Source: an optimization exercise on an open RTL-to-GDS flow (aim: small area, a short achievable clock period and few clock cycles). Production flows keep margins and buffers that such runs may drop.
RTL that was checked went through simulation tests only; none was proved equivalent to the original.
Power figures rest on the tool's default switching activity, not on a simulated workload.

==> flow/design.v (excerpt) <==
module cpu20 (
    input             clk,
    input             reset,
    output     [11:0] imem_addr,
    input      [19:0] imem_data,
    output reg [10:0] dmem_addr,
    output     [19:0] dmem_wdata,
    output reg        dmem_we,
    input      [19:0] dmem_rdata,
    output reg        halted
);
Size in the first run: ~2000 cells after synthesis, roughly 23000 um2 of cells after synthesis.
==> flow/config.mk <==
export PLATFORM = sky130hd
export DESIGN_NAME = cpu20
export DESIGN_NICKNAME = cpu20
export VERILOG_FILES = /design/flow/design.v
export SDC_FILE = /design/flow/constraint.sdc
export NUM_CORES = 4
export LEC_CHECK = 0
export CAP_MARGIN = 20
export CORE_MARGIN = 2
export CORE_UTILIZATION = 40
export PLACE_DENSITY = 0.6
export SLEW_MARGIN = 20
==> flow/constraint.sdc <==
create_clock -name core_clock -period 10.0 [get_ports {clk}]
set_input_delay 2.0000 -clock core_clock [delete_from_list [all_inputs] [get_ports {clk}]]
set_output_delay 2.0000 -clock core_clock [all_outputs]
set_load 0.01 [all_outputs]
standard.sh (not shown) runs the stock make flow with config.mk's settings and CLKGATE_MAP_FILE= SYNTH_SCRIPT=/design/flow/synth_recipe.tcl, a recipe that flattens the netlist after the stock synthesis.
==> flow/flow/run.sh <==
#!/bin/bash
# Standard synthesis, then the standard layout with repair_timing aiming for
# extra setup slack (a tighter internal target than the 10 ns clock), sizing
# not limited to same-footprint cells, and port buffers of a fixed type.
set -euo pipefail
MARGIN=$(cat flow/margin.txt)
bash standard.sh synth > synth.log 2>&1
bash standard.sh SETUP_SLACK_MARGIN=$MARGIN MATCH_CELL_FOOTPRINT=0 \
  "BUFFER_PORTS_ARGS=-buffer_cell sky130_fd_sc_hd__buf_4" finish > layout.log 2>&1
==> flow/flow/margin.txt <==
6.5
The first run completed with no timing, DRC or antenna violations.
Testbench counts at the start, summed over its fixed seeds: cycles 76,573.
Next try:
==> flow/flow/margin.txt (replaced) <==
6.7
- CORE_UTILIZATION: 40 -> 60
- PLACE_DENSITY: 0.6 -> 0.75
- SYNTH_HIERARCHICAL: unset -> 1
The new run finished with timing, DRC and antenna clean; combinational power came out higher by about 6%; global-route usage came out higher by 8.9 points; utilization came out higher by 22 points; clock skew came out higher by 0.012 ns; setup slack gains 0.23 ns; final area came out lower by about 2.4%; clock power came out lower by about 10%.
Next try:
- CORE_UTILIZATION: 60 -> 40
- PLACE_DENSITY: 0.75 -> 0.6
Result: The new run produced a clean layout; total power is about the same; die area went up by 49%; wire length went up by about 4.5%; global-route usage went down by 11 points; clock-buffer cell count went up by 14; clock skew went down by 0.014 ns; sequential share of layout area went down by 0.41 points; synthesized area is unchanged; maximum frequency went down by about 0.43%.
Next try:
==> flow/flow/margin.txt (replaced) <==
6.9
Core utilization went up by 2.0 points.
First-iteration DRC count went up by a little under a tenth.
Total power went up by a few percent.
Routed wire length went up by a few percent.
Final area went up by a few percent.
Clock skew went up by 0.0058 ns.
Non-clock buffer count went up by 59.
Cell count went up slightly.
Sequential share of layout area went down by 1.6 points.


Setup of v12:
The RTL this note starts from:
==> flow/design.v <==
module ALU (
    input      [19:0] input1,
    input      [19:0] input2,
    input      [4:0]  op,
    output reg [19:0] aluOutput
);
    wire [19:0] sum  = input1 + (op[1] ? ~input2 : input2) + {19'b0, op[1]};
    wire [19:0] shl  = input1 << input2[4:0];
    always @(*) begin
        aluOutput = ({20{op[0] | op[1]}} & sum)
                  | ({20{op[2]}} & (input1 | input2))
                  | ({20{op[3]}} & ~(input1 & input2))
                  | ({20{op[4]}} & shl);
    end
endmodule
module RegisterFile (
    input             clock,
    input             writeEnable,
    input      [3:0]  writeRegister,
    input      [19:0] WriteData,
    input      [3:0]  ReadRegister1,
    input      [3:0]  ReadRegister2,
    output     [19:0] ReadData1,
    output     [19:0] ReadData2
);
    reg [19:0] r0, r1, r2, r3, r4, r5, r6, r7,
               r8, r9, r10, r11, r12, r13, r14, r15;
    always @(posedge clock) begin
        if (writeEnable) begin
            case (writeRegister)
                4'd0:  r0  <= WriteData;
                4'd1:  r1  <= WriteData;
                4'd2:  r2  <= WriteData;
                4'd3:  r3  <= WriteData;
                4'd4:  r4  <= WriteData;
                4'd5:  r5  <= WriteData;
                4'd6:  r6  <= WriteData;
                4'd7:  r7  <= WriteData;
                4'd8:  r8  <= WriteData;
                4'd9:  r9  <= WriteData;
                4'd10: r10 <= WriteData;
                4'd11: r11 <= WriteData;
                4'd12: r12 <= WriteData;
                4'd13: r13 <= WriteData;
                4'd14: r14 <= WriteData;
                default: r15 <= WriteData;
            endcase
        end
    end
    function [19:0] sel;
        input [3:0] a;
        begin
            case (a)
                4'd0:  sel = r0;
                4'd1:  sel = r1;
                4'd2:  sel = r2;
                4'd3:  sel = r3;
                4'd4:  sel = r4;
                4'd5:  sel = r5;
                4'd6:  sel = r6;
                4'd7:  sel = r7;
                4'd8:  sel = r8;
                4'd9:  sel = r9;
                4'd10: sel = r10;
                4'd11: sel = r11;
                4'd12: sel = r12;
                4'd13: sel = r13;
                4'd14: sel = r14;
                default: sel = r15;
            endcase
        end
    endfunction
    assign ReadData1 = sel(ReadRegister1);
    assign ReadData2 = sel(ReadRegister2);
endmodule
module ProgramCounter (
    input             clock,
    input             reset,
    input             mispredict,
    input      [11:0] recoverAddress,
    input             redirect,
    input      [11:0] redirectAddress,
    output reg [11:0] pcOut
);
    always @(posedge clock or posedge reset) begin
        if (reset)
            pcOut <= 12'b0;
        else if (mispredict)
            pcOut <= recoverAddress;
        else if (redirect)
            pcOut <= redirectAddress;
        else
            pcOut <= pcOut + 12'd1;
    end
endmodule
module cpu20 (
    input             clk,
    input             reset,
    output     [11:0] imem_addr,
    input      [19:0] imem_data,
    output reg [10:0] dmem_addr,
    output     [19:0] dmem_wdata,
    output reg        dmem_we,
    input      [19:0] dmem_rdata,
    output reg        halted
);
    wire        misp;         
    wire [11:0] pc_f;
    wire [19:0] instr  = imem_data;
    wire [4:0]  opcode = instr[19:15];
    wire f_rtype = (opcode <= 5'd4);
    wire f_itype = (opcode >= 5'd5) && (opcode <= 5'd9);
    wire f_ld    = (opcode == 5'd10);
    wire f_st    = (opcode == 5'd11);
    wire f_jump  = (opcode == 5'd12);
    wire f_br    = (opcode >= 5'd13) && (opcode <= 5'd17);
    wire f_pred  = f_br & instr[6];             
    reg [4:0] f_aluop;
    always @(*) begin
        case (opcode)
            5'd0, 5'd5: f_aluop = 5'b00001;
            5'd1, 5'd8: f_aluop = 5'b00010;
            5'd2, 5'd6: f_aluop = 5'b00100;
            5'd3, 5'd7: f_aluop = 5'b01000;
            5'd4, 5'd9: f_aluop = 5'b10000;
            default:    f_aluop = 5'b00000;
        endcase
    end
    reg [2:0] f_cond;
    always @(*) begin
        case (opcode)
            5'd13:   f_cond = 3'b001;    
            5'd14:   f_cond = 3'b010;    
            5'd15:   f_cond = 3'b100;    
            5'd16:   f_cond = 3'b011;    
            5'd17:   f_cond = 3'b101;    
            default: f_cond = 3'b000;
        endcase
    end
    wire [2:0] f_mcond = f_pred ? ~f_cond : f_cond;
    wire [3:0] f_rs1 = (f_st | f_br) ? instr[14:11] : instr[10:7];
    wire [3:0] f_rs2 = (f_st | f_br) ? instr[10:7]  : instr[6:3];
    wire       f_halt = f_jump && (instr[10:0] == pc_f[10:0]) && !pc_f[11];
    wire [11:0] f_imm12 = {{5{instr[6]}}, instr[6:0]};
    wire [11:0] redirect_address = f_jump ? {1'b0, instr[10:0]} : pc_f + f_imm12;
    reg [3:0]  r_rs1, r_rs2, r_rd;
    reg [6:0]  r_imm;
    reg        r_useimm, r_ld, r_pred;
    reg [4:0]  r_aluop;
    reg        r_wen, r_st, r_halt;      
    reg [2:0]  r_mcond;
    always @(posedge clk or posedge reset) begin
        if (reset) begin
            r_wen   <= 1'b0;
            r_st    <= 1'b0;
            r_halt  <= 1'b0;
            r_mcond <= 3'b000;
        end else begin
            r_wen   <= (f_rtype | f_itype | f_ld) & ~misp;
            r_st    <= f_st & ~misp;
            r_halt  <= f_halt & ~misp;
            r_mcond <= f_mcond & {3{~misp}};
        end
    end
    always @(posedge clk) begin
        r_rs1    <= f_rs1;
        r_rs2    <= f_rs2;
        r_rd     <= instr[14:11];
        r_imm    <= instr[6:0];
        r_useimm <= f_itype;
        r_ld     <= f_ld;
        r_pred   <= f_pred;
        r_aluop  <= f_aluop;
    end
    wire [19:0] rdata1, rdata2;
    reg  [19:0] x_a, x_b;
    reg  [3:0]  x_rd;
    reg  [4:0]  x_aluop;
    reg         x_ld;
    reg         x_wen;
    reg  [2:0]  x_mcond;
    reg  [11:0] x_alt;
    wire [19:0] x_res;
    wire        fwd1 = x_wen && (x_rd == r_rs1);
    wire        fwd2 = x_wen && (x_rd == r_rs2);
    wire [19:0] r_imm20 = {{13{r_imm[6]}}, r_imm};
    wire [11:0] r_alt = r_pred ? pc_f - r_imm20[11:0] + 12'd1
                               : pc_f + r_imm20[11:0] - 12'd1;
    always @(posedge clk or posedge reset) begin
        if (reset) begin
            x_wen   <= 1'b0;
            x_mcond <= 3'b000;
            dmem_we <= 1'b0;
            halted  <= 1'b0;
        end else begin
            x_wen   <= r_wen & ~misp;
            x_mcond <= r_mcond & {3{~misp}};
            dmem_we <= r_st & ~misp;
            if (r_halt & ~misp)
                halted <= 1'b1;
        end
    end
    always @(posedge clk) begin
        x_a       <= fwd1 ? x_res : rdata1;
        x_b       <= r_useimm ? r_imm20 : (fwd2 ? x_res : rdata2);
        x_rd      <= r_rd;
        x_aluop   <= r_aluop;
        x_ld      <= r_ld;
        x_alt     <= r_alt;
        dmem_addr <= {(r_st ? r_rs2 : r_rs1), r_imm};
    end
    wire [19:0] alu_out;
    ALU alu (
        .input1(x_a),
        .input2(x_b),
        .op(x_aluop),
        .aluOutput(alu_out)
    );
    assign x_res = x_ld ? dmem_rdata : alu_out;
    RegisterFile rf (
        .clock(clk),
        .writeEnable(x_wen),
        .writeRegister(x_rd),
        .WriteData(x_res),
        .ReadRegister1(r_rs1),
        .ReadRegister2(r_rs2),
        .ReadData1(rdata1),
        .ReadData2(rdata2)
    );
    wire equal   = (x_a == x_b);
    wire lower   = ($signed(x_a) < $signed(x_b));
    wire greater = ~equal & ~lower;
    assign misp  = (x_mcond[0] & equal) | (x_mcond[1] & lower) | (x_mcond[2] & greater);
    ProgramCounter pcu (
        .clock(clk),
        .reset(reset),
        .mispredict(misp),
        .recoverAddress(x_alt),
        .redirect(f_jump | f_pred),
        .redirectAddress(redirect_address),
        .pcOut(pc_f)
    );
    assign imem_addr  = pc_f;
    assign dmem_wdata = x_a;
endmodule
export LEC_CHECK = 0
export CAP_MARGIN = 20
export CORE_MARGIN = 2
export CORE_UTILIZATION = 40
export PLACE_DENSITY = 0.6
export SLEW_MARGIN = 20
create_clock -name core_clock -period 10.0 [get_ports {clk}]
==> flow/flow/run.sh <==
#!/bin/bash
# Standard synthesis, then the standard layout with repair_timing aiming for
# extra setup slack (a tighter internal target than the 10 ns clock).
set -euo pipefail
MARGIN=$(cat flow/margin.txt)
bash standard.sh synth > synth.log 2>&1
bash standard.sh SETUP_SLACK_MARGIN=$MARGIN finish > layout.log 2>&1
==> flow/flow/margin.txt <==
7
[inputs] v17 vs v12
==> flow/flow/margin.txt <==
6
## What came out
- Layout-stage area growth over the synthesis result: v17 vs v12 down 11 points
- Side by side, non-filler instance count after layout turned out lower in v17 than in v12.
- Taking v12 as the reference, in v17 total internal power fell about 10%; power after layout fell 10%; starting density of the core about even; maximum frequency fell 14%.
- v17 vs v12: critical path depth down in v17
- v17 completed every stage of the flow, and the final layout passed the timing, design-rule and antenna checks.
- Comparing v17 and v12, the higher part of the power in combinational logic is on v12.
No run of this note included a check of the RTL's function; only the layout flow was run.


willow:
Another version of the RTL of cpu20 (not shown whole).
Size: about 430 flip-flops, roughly 23000 um2 of cells after synthesis.
Settings: LEC_CHECK=0, CAP_MARGIN=20, CORE_MARGIN=2, CORE_UTILIZATION=40, CTS_CLUSTER_DIAMETER=100, CTS_CLUSTER_SIZE=20, PLACE_DENSITY=0.6, SLEW_MARGIN=20, SYNTH_HIERARCHICAL=1; clock period 10.0 ns.
==> flow/flow/run.sh <==
#!/bin/bash
# Standard synthesis, then the standard layout with repair_timing aiming for
# extra setup slack (a tighter internal target than the 10 ns clock), sizing
# not limited to same-footprint cells, and port buffers of a fixed type.
set -euo pipefail
MARGIN=$(cat flow/margin.txt)
bash standard.sh synth > synth.log 2>&1
bash standard.sh SETUP_SLACK_MARGIN=$MARGIN MATCH_CELL_FOOTPRINT=0 \
  "BUFFER_PORTS_ARGS=-buffer_cell sky130_fd_sc_hd__buf_4" finish > layout.log 2>&1
==> flow/flow/margin.txt <==
6.7
Testbench counts of willow, summed over its fixed seeds: cycles 76,271.
The following lists how garnet was set up differently from willow:
-- flow/flow/run.sh --
<<< willow, line 6
MARGIN=$(cat flow/margin.txt)
bash standard.sh synth > synth.log 2>&1
bash standard.sh SETUP_SLACK_MARGIN=$MARGIN MATCH_CELL_FOOTPRINT=0 \
  "BUFFER_PORTS_ARGS=-buffer_cell sky130_fd_sc_hd__buf_4" finish > layout.log 2>&1
>>> garnet, line 6
MARGIN=$(cat flow/margin.txt)
PORTBUF=$(cat flow/portbuf.txt)
bash standard.sh synth > synth.log 2>&1
bash standard.sh SETUP_SLACK_MARGIN=$MARGIN MATCH_CELL_FOOTPRINT=0 \
  "BUFFER_PORTS_ARGS=-buffer_cell $PORTBUF" finish > layout.log 2>&1
==> flow/flow/portbuf.txt (new file) <==
sky130_fd_sc_hd__buf_2
Notes after the runs:
- garnet and willow all finish clean.
- In the tables for garnet and willow, post-route core utilization reads lower with garnet.
- garnet vs willow, launch point of the critical path: imem_data[18] vs pcu.pcOut[4]
- Of garnet and willow, the lower area added between synthesis and finish belongs to garnet.
- When the final numbers for garnet and willow were put side by side, the internal power of the cells turned out to be greater in willow.
- Run comparison: willow cell with the largest stage delay on the worst path dfrtp_2; garnet cell with the largest stage delay on the worst path or3b_4
- Area used by sequential logic in the layout: garnet vs willow, no meaningful difference
- Fraction of area in non-clock buffers was lower in the run labelled garnet.
Modified inputs, ember compared to garnet
Settings: swapping 20 for 25 in CTS_CLUSTER_SIZE.
==> flow/flow/run.sh <==
#!/bin/bash
# Standard synthesis, then the standard layout with repair_timing aiming for
# extra setup slack (a tighter internal target than the 10 ns clock), sizing
# not limited to same-footprint cells, and port buffers of a fixed type.
set -euo pipefail
MARGIN=$(cat flow/margin.txt)
bash standard.sh synth > synth.log 2>&1
bash standard.sh SETUP_SLACK_MARGIN=$MARGIN MATCH_CELL_FOOTPRINT=0 \
  "BUFFER_PORTS_ARGS=-buffer_cell sky130_fd_sc_hd__buf_4" finish > layout.log 2>&1
removed: flow/flow/portbuf.txt
### Flow results
ember finished end to end and its layout was clean on timing, DRC and antenna.
The standard cells in ember occupy more silicon area than those in garnet do.
ember against garnet: area growth from synthesis to layout +0.93 points; setup slack +0.0043 ns; detailed-route vias per instance +about 0.7%.
Summary of ember over garnet: fraction of power consumed by the clock network moved down; worst-case vdd ir drop moved up; number of clock buffer instances in the layout moved down.


== run A ==
cpu20, a different RTL version from the one above (not shown whole).
For scale: ~430 flip-flops, ~87 I/O pins, ~0.023 sq mm of cells after synthesis.
// cpu20
module cpu20 (
    input             clk,
    input             reset,
    output     [11:0] imem_addr,
    input      [19:0] imem_data,
    output     [10:0] dmem_addr,
    output     [19:0] dmem_wdata,
    output reg        dmem_we,
    input      [19:0] dmem_rdata,
    output reg        halted
);
    wire        misp;         
    wire [11:0] pc_f;
    wire [19:0] instr  = imem_data;
    wire [4:0]  opcode = instr[19:15];
    wire f_rtype = (opcode <= 5'd4);
    wire f_itype = (opcode >= 5'd5) && (opcode <= 5'd9);
    wire f_ld    = (opcode == 5'd10);
    wire f_st    = (opcode == 5'd11);
    wire f_jump  = (opcode == 5'd12);
    wire f_br    = (opcode >= 5'd13) && (opcode <= 5'd17);
    wire f_same  = (instr[14:11] == instr[10:7]);
    reg [4:0] f_aluop;
    always @(*) begin
        case (opcode)
            5'd0, 5'd5: f_aluop = 5'b00001;
            5'd1, 5'd8: f_aluop = 5'b00010;
            5'd2, 5'd6: f_aluop = 5'b00100;
            5'd3, 5'd7: f_aluop = 5'b01000;
            5'd4, 5'd9: f_aluop = 5'b10000;
            default:    f_aluop = 5'b00000;
        endcase
    end
    reg [2:0] f_cond;
    always @(*) begin
        case (opcode)
            5'd13:   f_cond = 3'b001;    
            5'd14:   f_cond = 3'b010;    
            5'd15:   f_cond = 3'b100;    
            5'd16:   f_cond = 3'b011;    
            5'd17:   f_cond = 3'b101;    
            default: f_cond = 3'b000;
        endcase
    end
    wire f_pred  = f_br & (f_same ? f_cond[0] : instr[6]);
    wire [2:0] f_mcond = f_pred ? ~f_cond : f_cond;
  ...
export LEC_CHECK = 0
export CAP_MARGIN = 20
export CORE_MARGIN = 2
export CORE_UTILIZATION = 40
export PLACE_DENSITY = 0.6
export SLEW_MARGIN = 20
export SYNTH_HIERARCHICAL = 1
create_clock -name core_clock -period 10.0 [get_ports {clk}]
==> flow/flow/run.sh <==
#!/bin/bash
# Standard synthesis, then the standard layout with repair_timing aiming for
# extra setup slack (a tighter internal target than the 10 ns clock), sizing
# not limited to same-footprint cells, and port buffers of a fixed type.
set -euo pipefail
MARGIN=$(cat flow/margin.txt)
bash standard.sh synth > synth.log 2>&1
bash standard.sh SETUP_SLACK_MARGIN=$MARGIN MATCH_CELL_FOOTPRINT=0 \
  "BUFFER_PORTS_ARGS=-buffer_cell sky130_fd_sc_hd__buf_4" finish > layout.log 2>&1
==> flow/flow/margin.txt <==
6.8
Testbench counts of run A, summed over its fixed seeds: cycles 76,271.
Modified inputs, run B compared to run A
- putting CTS_BUF_LIST at sky130_fd_sc_hd__clkbuf_4 sky130_fd_sc_hd__clkbuf_8 where nothing was set
--- a/flow/flow/run.sh
+++ b/flow/flow/run.sh
@@ -6,0 +7 @@
+PORTBUF=$(cat flow/portbuf.txt)
@@ -9 +10 @@
-  "BUFFER_PORTS_ARGS=-buffer_cell sky130_fd_sc_hd__buf_4" finish > layout.log 2>&1
+  "BUFFER_PORTS_ARGS=-buffer_cell $PORTBUF" finish > layout.log 2>&1
==> flow/flow/margin.txt <==
6.9
==> flow/flow/portbuf.txt (new file) <==
sky130_fd_sc_hd__buf_2
### Flow results
Between run B and run A, the synthesis-to-layout area growth is higher for run B.
As of run B, number of setup buffers added after CTS had risen by more than 100% compared to run A.
Post-route cell area on run B is behind run A.
In the flow results for run B and run A, the global-route usage is larger on run B.
Run B against run A: smallest setup slack after layout decreased 0.063 ns; sequential share of layout area lower; net switching power figure grew by about 6.5%.
Input-level comparison between run C and run B:
- CTS_CLUSTER_DIAMETER newly set to 70
- CTS_CLUSTER_SIZE newly set to 30
- CTS_BUF_LIST removed (was sky130_fd_sc_hd__clkbuf_4 sky130_fd_sc_hd__clkbuf_8)
--- a/flow/flow/run.sh
+++ b/flow/flow/run.sh
@@ -7 +6,0 @@
-PORTBUF=$(cat flow/portbuf.txt)
@@ -10 +9 @@
-  "BUFFER_PORTS_ARGS=-buffer_cell $PORTBUF" finish > layout.log 2>&1
+  "BUFFER_PORTS_ARGS=-buffer_cell sky130_fd_sc_hd__buf_4" finish > layout.log 2>&1
==> flow/flow/margin.txt <==
6.7
removed: flow/flow/portbuf.txt
### Flow results
- Run comparison: run B uppermost layer routed met5; run C uppermost layer routed met4
- Run C: first-pass iteration count of the detailed router 1 below run B
- The lower total routed wirelength came out of run C.
- Comparing run C and run B, worst-case setup margin in the final layout is lower on run C.

## afterwards: timing with drivers on the ports
The results above use ideal ports. As a check the final layouts listed here were re-extracted and re-timed, cells and wires unchanged.
Step 1 assumes that a clkbuf_16 drives the clock port and a buf_2 every other input.
Step 2 adds t to the input delays and takes it off the output delays; t is the mean of the earliest and latest rising clock arrival at the registers after step 1. Input paths then give back, and output paths get back, about the clock's delay inside the block.
Slacks: ideal / step 1 / step 2; pairs: ideal / step 1.
run | t (ns) | slack for setup (ns) | hold slack, ns | latest minus earliest clock arrival (ns) | worst register clock-pin slew, ns
the first run of note 1 | 0.659 | 6.458 / 6.430 / 5.840 | 0.326 / 0.326 / 0.326 | 0.041 / 0.041 | 0.07 / 0.07
the second run of note 1 | 0.647 | 6.683 / 6.630 / 6.043 | 0.326 / 0.326 / 0.326 | 0.042 / 0.042 | 0.07 / 0.07
the third run of note 1 | 0.648 | 6.669 / 6.646 / 6.032 | 0.328 / 0.328 / 0.328 | 0.036 / 0.036 | 0.07 / 0.07
the fourth run of note 1 | 0.667 | 6.754 / 6.742 / 6.103 | 0.325 / 0.325 / 0.325 | 0.035 / 0.035 | 0.06 / 0.06
v12 | 0.655 | 6.524 / 6.524 / 5.958 | 0.321 / 0.321 / 0.321 | 0.043 / 0.043 | 0.07 / 0.07
v17 | 0.651 | 5.953 / 5.982 / 5.331 | 0.326 / 0.326 / 0.326 | 0.028 / 0.029 | 0.07 / 0.07
willow | 0.634 | 6.733 / 6.673 / 6.175 | 0.329 / 0.329 / 0.329 | 0.025 / 0.026 | 0.09 / 0.09
garnet | 0.627 | 6.732 / 6.677 / 6.138 | 0.332 / 0.332 / 0.332 | 0.033 / 0.033 | 0.09 / 0.09
ember | 0.614 | 6.736 / 6.683 / 6.181 | 0.333 / 0.333 / 0.333 | 0.052 / 0.052 | 0.10 / 0.10
run A | 0.605 | 6.821 / 6.765 / 6.296 | 0.323 / 0.323 / 0.323 | 0.015 / 0.015 | 0.07 / 0.07
run B | 0.687 | 6.758 / 6.708 / 6.273 | 0.326 / 0.326 / 0.326 | 0.032 / 0.032 | 0.07 / 0.07
run C | 0.623 | 6.718 / 6.659 / 6.224 | 0.331 / 0.331 / 0.331 | 0.027 / 0.027 | 0.12 / 0.12
After both steps every run listed still meets setup and hold. The setup slack of the fourth run of note 1, which loses most, moves by -0.012 ns with the drivers and by -0.651 ns with both steps.
